Background: an optimization exercise with open tools, aiming at small area. Do not read the settings as production practice. Function was checked by simulation only, so behaviour that the tests miss may differ from the original. Power and IR drop assume default switching activity.

`design/flow/config.mk`:
```
export PLATFORM = sky130hd
export DESIGN_NAME = rtop
export DESIGN_NICKNAME = rtop
export VERILOG_FILES = /design/flow/design.v
export SDC_FILE = /design/flow/constraint.sdc
export NUM_CORES = 4
export LEC_CHECK = 0
export CAP_MARGIN = 20
export CORE_MARGIN = 2
export CORE_UTILIZATION = 40
export SLEW_MARGIN = 20
```
`design/flow/constraint.sdc`:
```
create_clock -name core_clock -period 5.0 [get_ports {clk}]
set_input_delay 1.0000 -clock core_clock [delete_from_list [all_inputs] [get_ports {clk}]]
set_output_delay 1.0000 -clock core_clock [all_outputs]
set_load 0.01 [all_outputs]
```
`design/flow/design.v`:
```
module routerfifo(clk,rstn,re,we,din,lfd_state,softrst,empty,dout,full);
input clk,rstn,re,we,softrst,lfd_state;
input [7:0]din;
output empty,full;
output reg [7:0]dout;
reg [8:0] mem [0:15];
reg [4:0]wr_ptr,rd_ptr;
reg lfd_state_s;
reg [6:0]count;
integer i;
always@(posedge clk)
begin
	if(!rstn)
		lfd_state_s<=1'b0;
	else
		lfd_state_s<=lfd_state;
end
always@(posedge clk)
begin
	if(!rstn)
		count<=7'b0;
	else if(softrst)
		count<=7'b0;
	else if(re && ~empty)
	begin 
	if(mem[rd_ptr[3:0]][8]==1'b1)
		count<=mem[rd_ptr[3:0]][7:2]+1'b1;
	else if(count!=0)
		count<=count-1'b1;
		end
end
always@(posedge clk)
begin
	if(!rstn)
		dout<=0;
	else if(softrst)
		dout<=8'h00;
	else if(re&&!empty)
		dout<=mem[rd_ptr[3:0]][7:0];
		else
		dout<=8'h00;
end
always@(posedge clk)
begin
	if(!rstn)
	begin
	for(i=0;i<16;i=i+1)
		mem[i]<=9'h0;
	end
	else if(softrst)
		mem[wr_ptr[3:0]][8:0]<=9'h0;
	else if(we &&!full )
	if(lfd_state_s)
	begin
		mem[wr_ptr[3:0]][8]<=1'b1;
		mem[wr_ptr[3:0]][7:0]<=din;
		end
		else
		begin
		mem[wr_ptr[3:0]][8]<=1'b0;
		mem[wr_ptr[3:0]][7:0]<=din;
		end
		end
always@(posedge clk)
begin
	if(!rstn)
		wr_ptr<=0;
	else if(softrst)
		wr_ptr<=0;
	else if(we && !full)
		wr_ptr<=wr_ptr+1'b1;
end
always@(posedge clk)
begin
	if(!rstn)
		rd_ptr<=0;
	else if(softrst)
		rd_ptr<=0;
	else if(re && !empty)
		rd_ptr<=rd_ptr+1'b1;
end
assign full=(wr_ptr=={~rd_ptr[4],rd_ptr[3:0]}&&rd_ptr==0)?1'b1:1'b0;
assign empty=(wr_ptr==rd_ptr)?1'b1:1'b0;
endmodule
module fsm_r(clk,rstn,pkt_valid,low_pkt_valid,sftrst_0,sftrst_1,sftrst_2,fifo_full,fifo_empty0,fifo_empty1,fifo_empty2,parity_done,din,busy,detect_add,ld_state,laf_state,full_state,we_reg,rst_int_reg,lfd_state);
input clk,rstn,pkt_valid,low_pkt_valid,sftrst_0,sftrst_1,sftrst_2,fifo_full,fifo_empty0,fifo_empty1,fifo_empty2,parity_done;
input [1:0]din;
output busy,detect_add,ld_state,laf_state,full_state,we_reg,rst_int_reg,lfd_state;
parameter DECODE_ADDR=3'b000,
	  LOAD_FIRST_DATA=3'b001,
	  WAIT_TILL_EMPTY=3'b010,
	  LOAD_DATA=3'b011,
     LOAD_PARITY=3'b100,
	  FIFO_FULL_STATE=3'b101,
	  LOAD_AFTER_FULL=3'b110,
	  CHECK_PARITY_ERROR=3'b111;
reg [1:0]addr;
reg [2:0]state,nxt;
always @(posedge clk)
begin
	if(!rstn)
		addr<=0;
	else
		addr<=din;
end
always@(posedge clk)
begin
	if(!rstn)
		state<=DECODE_ADDR;
		else if(sftrst_0||sftrst_1||sftrst_2)
		state<=DECODE_ADDR;
	else
		state<=nxt;
end
always@(*)
begin
nxt=DECODE_ADDR;
	case(state)
		DECODE_ADDR:
		begin
			if((pkt_valid & (din[1:0]==0) & fifo_empty0)|(pkt_valid & (din[1:0]==1) & fifo_empty1)|(pkt_valid & (din[1:0]==2) & fifo_empty2))
				nxt=LOAD_FIRST_DATA;
			else if((pkt_valid & (din[1:0]==0) & !fifo_empty0)|(pkt_valid & (din[1:0]==1) & !fifo_empty1)|(pkt_valid & (din[1:0]==2) & !fifo_empty2))
				nxt=WAIT_TILL_EMPTY;
			else
				nxt=DECODE_ADDR;
		end
		LOAD_FIRST_DATA:nxt=LOAD_DATA;
		WAIT_TILL_EMPTY:
		begin
			if(fifo_empty0 &&(addr==0)||fifo_empty1 &&(addr==1)||fifo_empty2 &&(addr==2))
				nxt=LOAD_FIRST_DATA;
			else
				nxt=WAIT_TILL_EMPTY;
		end
		LOAD_DATA:
		begin
			if(!fifo_full&&!pkt_valid)
				nxt=LOAD_PARITY;
			else if(fifo_full)
				nxt=FIFO_FULL_STATE;
			else
				nxt=LOAD_DATA;
		end
		LOAD_PARITY:nxt=CHECK_PARITY_ERROR;
		FIFO_FULL_STATE:
		begin
			if(!fifo_full)
				nxt=LOAD_AFTER_FULL;
			else 
				nxt=FIFO_FULL_STATE;
		end
		LOAD_AFTER_FULL:
		     begin
				if(!parity_done && low_pkt_valid)
				    nxt=LOAD_PARITY;
			        else if(!parity_done && !low_pkt_valid)
				     nxt=LOAD_DATA;
			        else if(parity_done)
				     nxt=DECODE_ADDR;
		     end
		CHECK_PARITY_ERROR:
		begin
			if(!fifo_full)
				nxt=DECODE_ADDR;
			else if(fifo_full)
				nxt=FIFO_FULL_STATE;
		end
	endcase
end
assign lfd_state=(state==LOAD_FIRST_DATA)?1'b1:1'b0;
assign detect_add=(state==DECODE_ADDR)?1'b1:1'b0;
assign ld_state=(state==LOAD_DATA)?1'b1:1'b0;
assign full_state=(state==FIFO_FULL_STATE)?1'b1:1'b0;
assign laf_state=(state==LOAD_AFTER_FULL)?1'b1:1'b0;
assign we_reg=((state==LOAD_DATA)||(state==LOAD_PARITY)||(state==LOAD_AFTER_FULL))?1'b1:1'b0;
assign rst_int_reg=(state==CHECK_PARITY_ERROR)?1'b1:1'b0;
assign busy=((state==DECODE_ADDR)||(state==LOAD_DATA))? 1'b0:1'b1;
endmodule
module registerR(clk,rstn,pkt_valid,din,fifo_full,rst_int_reg,detect_add,ld_state,laf_state,full_state,lfd_state,parity_done,low_pkt_valid,error,dout);
input clk,rstn,pkt_valid,fifo_full,rst_int_reg,detect_add,ld_state,laf_state,full_state,lfd_state;
input [7:0]din;
output reg parity_done,low_pkt_valid,error;
output reg [7:0]dout;
reg [7:0]pkt_parity,internal_parity,header_byte,fifo_full_state;
always@(posedge clk)
begin
	if(!rstn)
	begin
		dout<=0;
	end
	else if(lfd_state)
		dout<=header_byte;
	else if(pkt_valid&&ld_state&&!fifo_full)
		dout<=din;
	else if(ld_state&&fifo_full)
	begin
		fifo_full_state<=din;
		if(laf_state)
			dout<=fifo_full_state;
			end
	else if(~pkt_valid)
		dout<=din;
	else
		dout<=dout;
end
always@(posedge clk)
begin
	if(!rstn)
		header_byte<=0;
	else if(detect_add && pkt_valid && din[1:0]!=2'b11)
		header_byte<=din;
	else
		header_byte<=header_byte;
end
always@(posedge clk)
begin
	if(!rstn)
		low_pkt_valid<=0;
	else if(rst_int_reg)
		low_pkt_valid<=0;
	else if(ld_state && !pkt_valid)
		low_pkt_valid<=1;
	else
		low_pkt_valid<=low_pkt_valid;
end
always@(posedge clk)
begin
	if(!rstn)
		pkt_parity<=0;
	else if(detect_add)
		pkt_parity<=0;
	else if((ld_state&&!pkt_valid&&!fifo_full)||(laf_state&&!parity_done&&low_pkt_valid))
		pkt_parity<=din;
	else
		pkt_parity<=pkt_parity;
end
always@(posedge clk)
begin
	if(!rstn)
		internal_parity<=0;
	else if(detect_add)
		internal_parity<=0;
	else if(lfd_state&&pkt_valid)
		internal_parity<=internal_parity^header_byte;
	else if(ld_state&&pkt_valid&&!full_state)
		internal_parity<=internal_parity^din;
	else
		internal_parity<=internal_parity;
end
always@(posedge clk)
begin
	if(!rstn)
		parity_done<=0;
	else if(detect_add)
		parity_done<=0;
	else if((ld_state&&!pkt_valid&&!fifo_full)||(laf_state&&!parity_done&&low_pkt_valid))
		parity_done<=1;
        else
		parity_done<=0;
end
always@(posedge clk)
begin
	if(!rstn)
		error<=0;
	else if(parity_done)
	begin
		if(internal_parity==pkt_parity)
			error<=0;
		else
			error<=1;
	end
	else
		error<=0;
end
endmodule
module synch(clk,rstn,we_reg,det_addr,re0,re1,re2,empty0,empty1,empty2,full0,full1,full2,din,wr_enb,fifo_full,vld0,vld1,vld2,sft0,sft1,sft2);
input clk,rstn,we_reg,det_addr,re0,re1,re2,empty0,empty1,empty2,full0,full1,full2;
input [1:0]din;
output vld0,vld1,vld2;
output reg sft0,sft1,sft2,fifo_full;
output reg[2:0]wr_enb;
reg [1:0]fifo_addr;
reg [4:0]count_sft0;
reg [4:0]count_sft1;
reg [4:0]count_sft2;
always@(posedge clk)
begin
	if(!rstn)
		fifo_addr<=0;
	else if(det_addr)
		fifo_addr<=din;
end
always @(*)
begin
	if(!we_reg)
		wr_enb=0;
	else 
	begin
		case(fifo_addr)
			2'b00:wr_enb=3'b001;
			2'b01:wr_enb=3'b010;
			2'b10:wr_enb=3'b100;
			default:wr_enb=3'b000;
		endcase
	end
end
always@(*)
begin
	case(fifo_addr)
		2'b00:fifo_full=full0;
		2'b01:fifo_full=full1;
		2'b10:fifo_full=full2;
		default:fifo_full=1'b0;
	endcase
end
assign vld0=!empty0;
assign vld1=!empty1;
assign vld2=!empty2;
always@(posedge clk)
begin
	if(!rstn)
	begin
		count_sft0<=5'b1;
		sft0<=0;
	end
	else if(!vld0)
	begin
		count_sft0<=5'b1;
		sft0<=0;
	end
	else if(re0)
	begin
		count_sft0<=5'b1;
		sft0<=0;
	end
	else if(count_sft0==30)
	begin
		count_sft0<=5'b1;
		sft0<=1;
	end
	else
	begin
		count_sft0<=count_sft0+1'b1;
		sft0<=0;
	end
end
always@(posedge clk)
begin
	if(!rstn)
	begin
		count_sft1<=5'b1;
		sft1<=0;
	end
	else if(!vld1)
	begin
		count_sft1<=5'b1;
		sft1<=0;
	end
	else if(re1)
	begin
		count_sft1<=5'b1;
		sft1<=0;
	end
	else if(count_sft1==30)
	begin
		count_sft1<=5'b1;
		sft1<=1;
	end
	else
	begin
		count_sft1<=count_sft1+1'b1;
		sft1<=0;
	end
end
always@(posedge clk)
begin
	if(!rstn)
	begin
		count_sft2<=5'b1;
		sft2<=0;
	end
	else if(!vld2)
	begin
		count_sft2<=5'b1;
		sft2<=0;
	end
	else if(re2)
	begin
		count_sft2<=5'b1;
		sft2<=0;
	end
	else if(count_sft2==30)
	begin
		count_sft2<=5'b1;
		sft2<=1;
	end
	else
	begin
		count_sft2<=count_sft2+1'b1;
		sft2<=0;
	end
end
endmodule
module rtop(clk,rstn,re0,re1,re2,din,pkt_valid,dout0,dout1,dout2,vld0,vld1,vld2,error,busy);
input clk,rstn,re0,re1,re2,pkt_valid;
input [7:0]din;
output vld0,vld1,vld2,error,busy;
output [7:0]dout0,dout1,dout2;
wire [2:0]we_enb;
wire [7:0]dout;
wire empty0,empty1,empty2,full0,full1,full2;
wire sft0,sft1,sft2;
wire detect_add,ld_state,laf_state,full_state,we_reg,rst_int_reg,lfd_state;
wire low_pkt_valid,parity_done,fifo_full;
fsm_r FSM(clk,rstn,pkt_valid,low_pkt_valid,sft0,sft1,sft2,fifo_full,empty0,empty1,empty2,parity_done,din[1:0],busy,detect_add,ld_state,laf_state,full_state,we_reg,rst_int_reg,lfd_state);
synch SYNC(clk,rstn,we_reg,detect_add,re0,re1,re2,empty0,empty1,empty2,full0,full1,full2,din[1:0],we_enb,fifo_full,vld0,vld1,vld2,sft0,sft1,sft2);
routerfifo FIFO_0(clk,rstn,re0,we_enb[0],dout,lfd_state,sft0,empty0,dout0,full0);
routerfifo FIFO_1(clk,rstn,re1,we_enb[1],dout,lfd_state,sft1,empty1,dout1,full1);
routerfifo FIFO_2(clk,rstn,re2,we_enb[2],dout,lfd_state,sft2,empty2,dout2,full2);
registerR REGISTER(clk,rstn,pkt_valid,din,fifo_full,rst_int_reg,detect_add,ld_state,laf_state,full_state,lfd_state,parity_done,low_pkt_valid,error,dout);
endmodule
```
`design/flow/run.sh`:
```
#!/bin/bash
# synth_recipe.tcl (not shown) runs the flow's synth.tcl, then flattens the netlist and writes it again
# the make line also repeats each setting of config.mk as NAME=value (left out here)
make -C /OpenROAD-flow-scripts/flow DESIGN_CONFIG=/design/flow/config.mk WORK_HOME=/design/flow/orfs CLKGATE_MAP_FILE= SYNTH_SCRIPT=/design/flow/synth_recipe.tcl finish
```
==> flow_metrics.py <==
metrics = {
    "status": {
        "run_status": "complete, no violations",
    },
    "finish": {
        "layout_common_cells": "nor2_1 (454), edfxtp_1 (384), mux4_2 (120), dfxtp_1 (111), nand2_1 (101)",
        "syn_to_final_growth_pct": 11.90,
        "stdcell_area_um2": 24720,
        "n_antenna_cell": 0,
        "seq_area_um2": 13820,
        "final_common_cell": "nor2_1",
        "fillers": 4918,
        "multi_input_area_um2": 7691,
        "nets": 1708,
        "layout.cells.non_filler": 2417,
        "drive_gt1_share_pct": 15.82,
    },
    "die": {
        "core_area_um2": 54880,
        "fp.dieH_um": 239.0,
        "io_pins": 43,
        "die_w_um": 239.0,
        "die_area_um2": 57130,
        "start_util_pct": 40.26,
        "rows": 86,
    },
    "placed_design": {
        "placed_cells": 2321,
        "dpl.hpwl_um": 35850,
        "port_buffers": 42,
        "placed_area_um2": 22980,
        "gp_congestion": 0.8222,
    },
    "power": {
        "leakagePower_nw": 8.038,
        "peakVddDrop_mv": 0.3054,
        "p_per_area_nw_per_um2": 370.2,
    },
    "cts": {
        "ctsHtreeMaxLevel": 2,
        "hold_buffers": 0,
        "cts_tree": "done",
        "cts_resized": 0,
        "cts_buffer_depth": 3,
        "clock-sinks": 498,
        "clk_latency_ns": 0.60,
        "path_clk_slew_ns": 0.06,
        "numCtsBuffers": 51,
        "post-cts-setup-buffer-count": 0,
        "root_buffer": "clkbuf_16",
    },
    "timing": {
        "fin_skew_ns": 0.01307,
        "setup_violations": 0,
        "rsz0062_at_grt": "false",
        "fin_setup_tns_ns": 0,
        "worstMarginPinSlew_ns": 1.039,
        "hold_violations": 0,
        "timing.hold.ws_ns": 0.4623,
        "finalCriticalPeriod_ns": 4.040,
        "report.final.slew_viol_count": 0,
        "max_freq_ghz": 0.2475,
        "timing.final.crit_share_pct": 80.80,
        "slew-limit-headroom_pct": 30.20,
    },
    "yosys": {
        "synthCells": 1665,
        "seq_area_frac_synth_pct": 62.52,
        "synth_ff_type": "edfxtp_1",
        "syn_area_um2": 22090,
        "synth_seq_cells": 498,
        "synth_nets": 1703,
        "async_reset_ff_share_pct": 0,
        "synth_edf_count": 384,
        "syn_avg_cell_area_um2": 13.27,
        "synth_warnings": 4,
        "ys_types": 64,
    },
    "global_routing": {
        "grtUsageTotal_pct": 19.00,
        "grt.overflow.total": 0,
        "grt_pass1_wl_um": 81810,
        "grt_pass1_vias": 12990,
        "antenna_found_initial": 1,
        "grt_max_degree": 38,
    },
    "setup_path": {
        "cp.arrival_ns": 4.30,
        "endpoint_kind": "flop",
        "crit_type": "flop to flop",
        "startpoint_type": "flop",
        "worstPathRequired_ns": 5.26,
        "rrSetupSlack_ns": 0.96,
        "cp_max_fo": 19,
    },
    "detailed_routing": {
        "dr.first_iter.drc_count": 1350,
        "vias_per_cell": 5.501,
        "wl_per_cell_um": 22.24,
        "firstDrtPassIters": 5,
        "final_antenna_net_count": 0,
        "drcViolationCount": 0,
        "vias": 13300,
        "drt-total-wl_um": 53740,
    },
    "run": {
        "drv_cap": 0,
    },
    "hold_path": {
        "min_path_type": "flop to flop",
    },
}
worst paths after layout:
check | start | to | cells after the start
setup / recovery | FSM.state[1]$_SDFF_PP0_ | FIFO_1.mem[15][2]$_SDFFCE_PN0P_ | 6
setup reg to reg | FSM.state[1]$_SDFF_PP0_ | FIFO_1.mem[15][2]$_SDFFCE_PN0P_ | 6
hold / removal | REGISTER.parity_done$_SDFF_PP0_ | REGISTER.error$_SDFF_PN0_ | 2
hold reg to reg | REGISTER.parity_done$_SDFF_PP0_ | REGISTER.error$_SDFF_PN0_ | 2
cell families (layout without fill, tap and decap cells):
logic type | Yosys count | in the layout | share of synthesized area (%)
buffers and inverters | 124 | 172 | 2.673
flip-flops | 498 | 498 | 62.52
multiplexers | 139 | 139 | 13.09
AO/OA/AOI/OAI | 81 | 81 | 2.713
XOR/XNOR | 58 | 58 | 2.299
adder cells (fa/ha/maj) | 24 | 24 | 1.359
AND/OR/NAND/NOR | 741 | 741 | 15.34
worst max-delay path, stage by stage, from the launching register on:
cell and delay, ns:
dfxtp_1 0.77, and3b_1 0.53, o21ai_0 0.21, a31oi_2 0.40, o21a_1 0.86, nand4_1 0.48, nand2_1 0.45
Yosys cell counts, types with 20 or more instances:
cell type  number  area, um2
nand2_1       101      379.1
ha_1           24      300.3
nor2_1        455       1708
dfxtp_1       114       2282
nand3_1        35      175.2
xor2_1         39      341.6
a21oi_1        27      135.1
nand4_1        22      137.6
edfxtp_1      384      11530
nor2b_1        45      281.5
mux4_2        120       2703
nand3_2        20      200.2
buf_2          28      140.1
clkbuf_1       48      180.2
through the flow:
step | util [%] | power, mW | worst slack [ns]
global route | 45.05 | 9.413 | 0.7532
detailed placement | 41.87 | 5.301 | 1.049
CTS | 45.04 | 9.202 | 0.9040
finish | 45.05 | 9.152 | 0.9602
floorplan | - | 5.113 | 2.139
global placement | 41.87 | 5.295 | 1.189
metal layers:
metal	vias to the layer above	wire length, um	track usage [%]
met4	2	1022	4.356
li1	6052	-	-
met2	560	25170	30.18
met3	78	4163	3.430
met1	6604	23370	27.27
met5	-	13	0
registers in the layout, indices dropped and copies added, names as in the netlist, 3 cells and up:
name and flops:
FIFO_0.mem 128, FIFO_1.mem 128, FIFO_2.mem 128, FIFO_0.dout 8, FIFO_1.dout 8, FIFO_2.dout 8
REGISTER.dout 8, REGISTER.header_byte 8, REGISTER.internal_parity 8, REGISTER.pkt_parity 8, FIFO_0.rd_ptr 5, FIFO_0.wr_ptr 5
FIFO_1.rd_ptr 5, FIFO_1.wr_ptr 5, FIFO_2.rd_ptr 5, FIFO_2.wr_ptr 5, SYNC.count_sft0 5, SYNC.count_sft1 5
SYNC.count_sft2 5, FSM.state 3
power breakdown:
group | switching (mW) | internal [mW]
logic | 0.304 | 0.216
registers | 0.106 | 4.59
clock network | 1.64 | 2.29
total | 2.05 | 7.10
area by class of cell:
cell class	instances	share of cell area [%]
clock buffer	68	5.972
timing repair buffer	55	2.075
multi-input combinational	1043	31.11
inverter	21	0.3189
sequential	498	55.89
clock inverter	28	1.068
tap	704	3.563

[re-timing with driven ports]
No port has a modelled driver above. Below, the same layout with a new extraction and two added sets of constraints.
Step 1 (the two cells are an assumption about what drives the block):
set clk [get_ports {clk}]
set_driving_cell -lib_cell sky130_fd_sc_hd__clkbuf_16 $clk
set_driving_cell -lib_cell sky130_fd_sc_hd__buf_2 [delete_from_list [all_inputs] $clk]
Step 2 also shifts input and output timing later by t, the mid clock arrival at the registers, as if the neighbouring blocks saw the same clock.
Slacks: ideal / step 1 / step 2; pairs: ideal / step 1.
t, ns: 0.647
setup WS [ns]: 0.960 / 0.936 / 0.960
latest minus earliest clock arrival (ns): 0.014 / 0.015
worst register clock-pin slew, ns: 0.07 / 0.07
worst slew at a driven data input, ns: 0.07
After both steps this run still meets setup and hold. For this run, drivers alone change the setup slack by -0.024 ns; drivers and shift together by 0.000 ns.
